What follows belongs to an exercise in optimizing a design on an open flow for small area, a short achievable clock period and few clock cycles; a production flow would make more cautious choices.
At most, simulation tests tie the RTL to the original design; equivalence was not proved.
No activity file was given, so power comes from the tool's default toggle rates.

==> exp/umber <==
// alu
module alu(
    input clk,
    input rst,
    input start,
    input [31:0] A,
    input [31:0] B,
    input [2:0] ALUop,
    output reg [31:0] Result,
    output reg done
);
==> module alu, before the edit <==
module alu(
    input clk,
    input rst,
    input start,
    input [31:0] A,
    input [31:0] B,
    input [2:0] ALUop,
    output reg [31:0] Result,
    output reg done
);
    reg        busy;    
    reg  [4:0] cnt;     
    reg        abit;    
    wire mod_start = start & (ALUop == 3'd7) & ~busy;
    wire        add_op = ~busy & (ALUop == 3'd5);
    wire [31:0] rs     = {Result[30:0], abit};
    wire [31:0] x      = busy ? rs : A;
    wire [31:0] y      = add_op ? B : ~B;
    wire [32:0] s      = {1'b0, x} + {1'b0, y} + {32'd0, ~add_op};
    wire        carry  = s[32];           
    wire        ge     = Result[31] | carry;
    wire lt8  = (B[31:24] != 8'd0)  | (A[31:8]  < B[23:0]);
    wire lt16 = (B[31:16] != 16'd0) | (A[31:16] < B[15:0]);
    wire lt24 = (B[31:8]  != 24'd0) | (A[31:24] < B[7:0]);
    reg  [4:0]  j0;
    reg  [31:0] r0;
    always @(*) begin
        if (lt8)       begin j0 = 5'd7;  r0 = {8'd0,  A[31:8]};  end
        else if (lt16) begin j0 = 5'd15; r0 = {16'd0, A[31:16]}; end
        else if (lt24) begin j0 = 5'd23; r0 = {24'd0, A[31:24]}; end
        else           begin j0 = 5'd31; r0 = 32'd0;             end
    end
    wire [4:0] cnt_next = busy ? cnt - 5'd1 : j0;
    reg [31:0] res_next;
    always @(*) begin
        if (busy)
            res_next = ge ? s[31:0] : rs;
        else case (ALUop)
            3'd0: res_next = A & B;
            3'd1: res_next = A | B;
            3'd2: res_next = A ^ B;
            3'd3: res_next = ~(A | B);
            3'd4: res_next = {31'd0, ~carry};
            3'd5: res_next = s[31:0];
            3'd6: res_next = s[31:0];
            default: res_next = r0;
        endcase
    end
    always @(posedge clk) begin
        Result <= res_next;
        abit   <= A[cnt_next];
        if (busy | mod_start)
            cnt <= cnt_next;
        if (rst) begin
            busy <= 1'b0;
            done <= 1'b0;
        end else begin
            done <= busy & (cnt == 5'd0);
            if (mod_start)
                busy <= 1'b1;
            else if (busy & (cnt == 5'd0))
                busy <= 1'b0;
        end
    end
endmodule
clock: 18.0 ns
lec_check: 0
cap_margin: 20
core_margin: 2
core_utilization: 40
slew_margin: 20
run.sh (not shown) runs the stock make flow with config.mk's settings and CLKGATE_MAP_FILE= SYNTH_SCRIPT=/design/flow/synth_recipe.tcl, a recipe that flattens the netlist after the stock synthesis.
==> exp/quartz: changes against exp/umber <==
==> flow/design.v (replaced) <==
module adder(
    input  [31:0] a,
    input  [31:0] b,
    input         cin,
    output [31:0] sum,
    output        cout
);
    wire [31:0] p = a ^ b;
    wire [31:0] g = a & b;
    wire [31:0] g0 = {g[31:1], g[0] | (p[0] & cin)};
    wire [31:0] g1, p1, g2, p2, g3, p3, g4, p4, g5, p5;
    sklansky_level #(0) l0(.gi(g0), .pi(p),  .go(g1), .po(p1));
    sklansky_level #(1) l1(.gi(g1), .pi(p1), .go(g2), .po(p2));
    sklansky_level #(2) l2(.gi(g2), .pi(p2), .go(g3), .po(p3));
    sklansky_level #(3) l3(.gi(g3), .pi(p3), .go(g4), .po(p4));
    sklansky_level #(4) l4(.gi(g4), .pi(p4), .go(g5), .po(p5));
    assign sum  = p ^ {g5[30:0], cin};
    assign cout = g5[31];
endmodule
module sklansky_level #(parameter L = 0) (
    input  [31:0] gi,
    input  [31:0] pi,
    output [31:0] go,
    output [31:0] po
);
    genvar i;
    generate
        for (i = 0; i < 32; i = i + 1) begin : bt
            if ((i >> L) & 1) begin : comb
                localparam integer J = ((i >> L) << L) - 1;
                assign go[i] = gi[i] | (pi[i] & gi[J]);
                assign po[i] = pi[i] & pi[J];
            end else begin : pass
                assign go[i] = gi[i];
                assign po[i] = pi[i];
            end
        end
    endgenerate
endmodule
module alu(
    input clk,
    input rst,
    input start,
    input [31:0] A,
    input [31:0] B,
    input [2:0] ALUop,
    output reg [31:0] Result,
    output reg done
);
    reg        busy;    
    reg        a_lt_b;   
    reg  [4:0] cnt;     
    reg        abit;    
    wire mod_start = start & (ALUop == 3'd7) & ~busy;
    wire        xsel  = ~busy | a_lt_b;
    wire [31:0] x     = xsel ? A : {Result[30:0], abit};
    wire [31:0] sum, add_sum;
    wire        carry, add_cout;              
    adder sub0(.a(x), .b(~B), .cin(1'b1), .sum(sum), .cout(carry));
    adder add0(.a(A), .b(B),  .cin(1'b0), .sum(add_sum), .cout(add_cout));
    wire        ge    = (Result[31] | carry) & ~a_lt_b;
    wire [31:0] bm;
    genvar k;
    generate
        for (k = 0; k < 32; k = k + 1) begin : smear
            assign bm[k] = |B[31:k];
        end
    endgenerate
    wire lt4  = &(~A[31:4]  | bm[28:1]);
    wire lt8  = &(~A[31:8]  | bm[24:1]);
    wire lt12 = &(~A[31:12] | bm[20:1]);
    wire lt16 = &(~A[31:16] | bm[16:1]);
    reg [31:0] r0;
    reg [4:0]  j0;
    reg        a0;
    always @(*) begin
        if (lt4)       begin r0 = {4'd0,  A[31:4]};  j0 = 5'd3;  a0 = A[3];  end
        else if (lt8)  begin r0 = {8'd0,  A[31:8]};  j0 = 5'd7;  a0 = A[7];  end
        else if (lt12) begin r0 = {12'd0, A[31:12]}; j0 = 5'd11; a0 = A[11]; end
        else if (lt16) begin r0 = {16'd0, A[31:16]}; j0 = 5'd15; a0 = A[15]; end
        else           begin r0 = 32'd0;             j0 = 5'd31; a0 = A[31]; end
    end
    wire        last = a_lt_b | (cnt == 5'd0);
    wire [4:0]  cnt_m1 = cnt - 5'd1;
    wire       use_add = ~busy & (ALUop == 3'd5);
    wire       use_sum = busy ? ge : (ALUop == 3'd6);
    reg [31:0] other;
    always @(*) begin
        if (busy)
            other = x;
        else case (ALUop)
            3'd0: other = A & B;
            3'd1: other = A | B;
            3'd2: other = A ^ B;
            3'd3: other = ~(A | B);
            3'd4: other = {31'd0, ~carry};
            default: other = r0;
        endcase
    end
    wire [31:0] res_next = use_sum ? sum : use_add ? add_sum : other;
    always @(posedge clk) begin
        Result <= res_next;
        if (busy) begin
            cnt  <= cnt_m1;
            abit <= A[cnt_m1];
        end else begin
            cnt  <= j0;
            abit <= a0;
            a_lt_b <= ~carry;
        end
        if (rst) begin
            busy <= 1'b0;
            done <= 1'b0;
        end else begin
            done <= busy & last;
            if (mod_start)
                busy <= 1'b1;
            else if (busy & last)
                busy <= 1'b0;
        end
    end
endmodule
==> flow/flow/run.sh (new file) <==
#!/bin/bash
# The standard ORFS layout with two changes in how it is made (the clock
# period and all constraints stay those of the design):
#  - every port still gets a buffer, but a plain buf_1 instead of the
#    larger delay buffer buffer_ports picks by itself; the resizer upsizes
#    the ones on critical paths;
#  - repair_timing is asked to leave extra setup slack, so that it shortens
#    the paths that the 18 ns clock never pressures.
set -euo pipefail
bash standard.sh "BUFFER_PORTS_ARGS=-buffer_cell sky130_fd_sc_hd__buf_1" \
    SETUP_SLACK_MARGIN=11.5 finish > standard_flow.log 2>&1
==> flow/standard.sh (new file) <==
#!/bin/bash
# synth_recipe.tcl (not shown) runs the flow's synth.tcl, then flattens the netlist and writes it again
# the make line also repeats each setting of config.mk as NAME=value (left out here)
make -C /OpenROAD-flow-scripts/flow DESIGN_CONFIG=/design/flow/config.mk WORK_HOME=/design/flow/orfs CLKGATE_MAP_FILE= SYNTH_SCRIPT=/design/flow/synth_recipe.tcl "${@:-finish}"
removed: flow/run.sh
==> exp/xenon: changes against exp/umber <==
==> flow/design.v (replaced) <==
module adder(
    input  [31:0] a,
    input  [31:0] b,
    input         cin,
    output [31:0] sum,
    output        cout
);
    wire [31:0] p = a ^ b;
    wire [31:0] g = a & b;
    wire [31:0] g0 = {g[31:1], g[0] | (p[0] & cin)};
    wire [31:0] g1, p1, g2, p2, g3, p3, g4, p4, g5, p5;
    sklansky_level #(0) l0(.gi(g0), .pi(p),  .go(g1), .po(p1));
    sklansky_level #(1) l1(.gi(g1), .pi(p1), .go(g2), .po(p2));
    sklansky_level #(2) l2(.gi(g2), .pi(p2), .go(g3), .po(p3));
    sklansky_level #(3) l3(.gi(g3), .pi(p3), .go(g4), .po(p4));
    sklansky_level #(4) l4(.gi(g4), .pi(p4), .go(g5), .po(p5));
    assign sum  = p ^ {g5[30:0], cin};
    assign cout = g5[31];
endmodule
module sklansky_level #(parameter L = 0) (
    input  [31:0] gi,
    input  [31:0] pi,
    output [31:0] go,
    output [31:0] po
);
    genvar i;
    generate
        for (i = 0; i < 32; i = i + 1) begin : bt
            if ((i >> L) & 1) begin : comb
                localparam integer J = ((i >> L) << L) - 1;
                assign go[i] = gi[i] | (pi[i] & gi[J]);
                assign po[i] = pi[i] & pi[J];
            end else begin : pass
                assign go[i] = gi[i];
                assign po[i] = pi[i];
            end
        end
    endgenerate
endmodule
module alu(
    input clk,
    input rst,
    input start,
    input [31:0] A,
    input [31:0] B,
    input [2:0] ALUop,
    output reg [31:0] Result,
    output reg done
);
    reg        busy;    
    reg        a_lt_b;   
    reg  [4:0] cnt;     
    reg        abit;    
    wire mod_start = start & (ALUop == 3'd7) & ~busy;
    wire        inv   = busy | ~ALUop[0] | ALUop[1];
    wire        xsel  = ~busy | a_lt_b;
    wire [31:0] x     = xsel ? A : {Result[30:0], abit};
    wire [31:0] y     = inv ? ~B : B;
    wire [31:0] sum;
    wire        carry;                    
    adder add0(.a(x), .b(y), .cin(inv), .sum(sum), .cout(carry));
    wire        ge    = (Result[31] | carry) & ~a_lt_b;
    wire lt8  = (B[31:24] != 8'd0)  | (A[31:8]  < B[23:0]);
    wire lt16 = (B[31:16] != 16'd0) | (A[31:16] < B[15:0]);
    wire [31:0] r0 = lt8 ? {8'd0, A[31:8]} : lt16 ? {16'd0, A[31:16]} : 32'd0;
    wire [4:0]  j0 = lt8 ? 5'd7 : lt16 ? 5'd15 : 5'd31;
    wire        a0 = lt8 ? A[7] : lt16 ? A[15] : A[31];
    wire        last = a_lt_b | (cnt == 5'd0);
    wire [4:0]  cnt_m1 = cnt - 5'd1;
    reg [31:0] res_next;
    always @(*) begin
        if (busy)
            res_next = ge ? sum : x;
        else case (ALUop)
            3'd0: res_next = A & B;
            3'd1: res_next = A | B;
            3'd2: res_next = A ^ B;
            3'd3: res_next = ~(A | B);
            3'd4: res_next = {31'd0, ~carry};
            3'd5: res_next = sum;
            3'd6: res_next = sum;
            default: res_next = r0;
        endcase
    end
    always @(posedge clk) begin
        Result <= res_next;
        if (busy) begin
            cnt  <= cnt_m1;
            abit <= A[cnt_m1];
        end else begin
            cnt  <= j0;
            abit <= a0;
            a_lt_b <= ~carry;
        end
        if (rst) begin
            busy <= 1'b0;
            done <= 1'b0;
        end else begin
            done <= busy & last;
            if (mod_start)
                busy <= 1'b1;
            else if (busy & last)
                busy <= 1'b0;
        end
    end
endmodule
==> flow/flow/run.sh (new file) <==
#!/bin/bash
# The standard ORFS layout, with repair_timing asked to leave extra setup
# slack so that it shortens the paths the 18 ns clock never pressures.
# The clock period and all constraints stay those of the design.
set -euo pipefail
bash standard.sh SETUP_SLACK_MARGIN=12.5 finish > standard_flow.log 2>&1
==> flow/standard.sh (new file) <==
#!/bin/bash
# synth_recipe.tcl (not shown) runs the flow's synth.tcl, then flattens the netlist and writes it again
# the make line also repeats each setting of config.mk as NAME=value (left out here)
make -C /OpenROAD-flow-scripts/flow DESIGN_CONFIG=/design/flow/config.mk WORK_HOME=/design/flow/orfs CLKGATE_MAP_FILE= SYNTH_SCRIPT=/design/flow/synth_recipe.tcl "${@:-finish}"
removed: flow/run.sh
==> summary of the runs <==
Clock power is about the same in exp/quartz and exp/xenon. Via count: exp/quartz is larger than exp/xenon (about 24%). Between exp/xenon and exp/quartz, the lower first-iteration DRC count is in exp/xenon (gap about 16%, measured against exp/quartz). Count of clock-buffer cells in the layout: exp/quartz > exp/xenon > exp/umber. The highest setup slack belongs to exp/quartz, the lowest to exp/umber. The highest die area belongs to exp/quartz, the lowest to exp/xenon. The lowest final cell count belongs to exp/xenon, the highest to exp/quartz. exp/quartz finished clean. exp/xenon passed the timing, design-rule and antenna checks. exp/umber produced a clean layout. Of exp/xenon and exp/quartz, exp/xenon has the higher global-route usage (gap 0.81 points). Clock skew, highest first: exp/xenon, exp/umber, exp/quartz. Synthesized cell count, highest first: exp/quartz, exp/umber, exp/xenon.
==> figures <==
item	exp/xenon	exp/umber	exp/quartz
Outcome	finished clean	finished clean	finished clean
Register bit count reported by yosys	41	40	41
Post-Synth XOR/XNOR Area	0.0931	0.0736	0.0455
Relative slew slack	0.227	0.267	0.341
Number of cells on the worst reg-to-reg path	15	14	19
GR met3 Demand/Resource	0.0890	0.0318	0.0789
Sequential share of cell area	0.0761	0.0923	0.0830
Slowest Stage Delay on Critical Path	0.33 ns	0.61 ns	0.72 ns
Placed cells	1243	1419	1547
Capture point of the critical path	Result[2]$_DFF_P_	Result[9]$_DFF_P_	Result[2]$_DFF_P_
Largest net degree at the start of global routing	53	86	74
Clock latency on the worst-skew pair	0.31 ns	0.32 ns	0.31 ns
Area of the die	19900 um^2	20800 um^2	22900 um^2
Levels on crit path	20	16	10
Fraction of final layout cells with drive strength greater than 1	0.284	0.0353	0.140
Area share of buffers outside the clock network	0.211	0.122	0.0841
Post-synthesis simple-gate area fraction	0.133	0.156	0.218
Top layer in use	met5	met4	met4
Most common cell after layout, fill and taps aside	ha_1	ha_1	nand2_1
Crit path from	ALUop[0]	ALUop[2]	A[29]
Number of cells produced by synthesis	937	1096	1227
Testbench counts of exp/umber, summed over its fixed seeds: cycles 4,808.
Testbench counts of exp/xenon, summed over its fixed seeds: cycles 4,605.
No functional check of the RTL was part of exp/quartz.

## what the ideal ports hide
How much do the figures lean on ideal ports? The routed layouts below were timed once more, with nothing changed but the port constraints.
Step 1 assumes that a clkbuf_16 drives the clock port and a buf_2 every other input.
Step 2 adds t to the input delays and takes it off the output delays; t is the mean of the earliest and latest rising clock arrival at the registers after step 1. Input paths then give back, and output paths get back, about the clock's delay inside the block.
Slacks: ideal / step 1 / step 2; pairs: ideal / step 1.
run | shift t [ns] | slack for setup (ns) | clock arrival spread, ns | worst register clock-pin slew, ns
exp/umber | 0.355 | 9.741 / 9.757 / 9.402 | 0.010 / 0.010 | 0.08 / 0.08
exp/quartz | 0.350 | 11.496 / 11.520 / 11.170 | 0.004 / 0.003 | 0.07 / 0.07
exp/xenon | 0.351 | 11.366 / 11.370 / 11.019 | 0.010 / 0.010 | 0.07 / 0.07
After both steps setup and hold are still met in every run listed. For exp/xenon, which loses most, drivers alone change the setup slack by +0.004 ns; drivers and shift together by -0.347 ns.
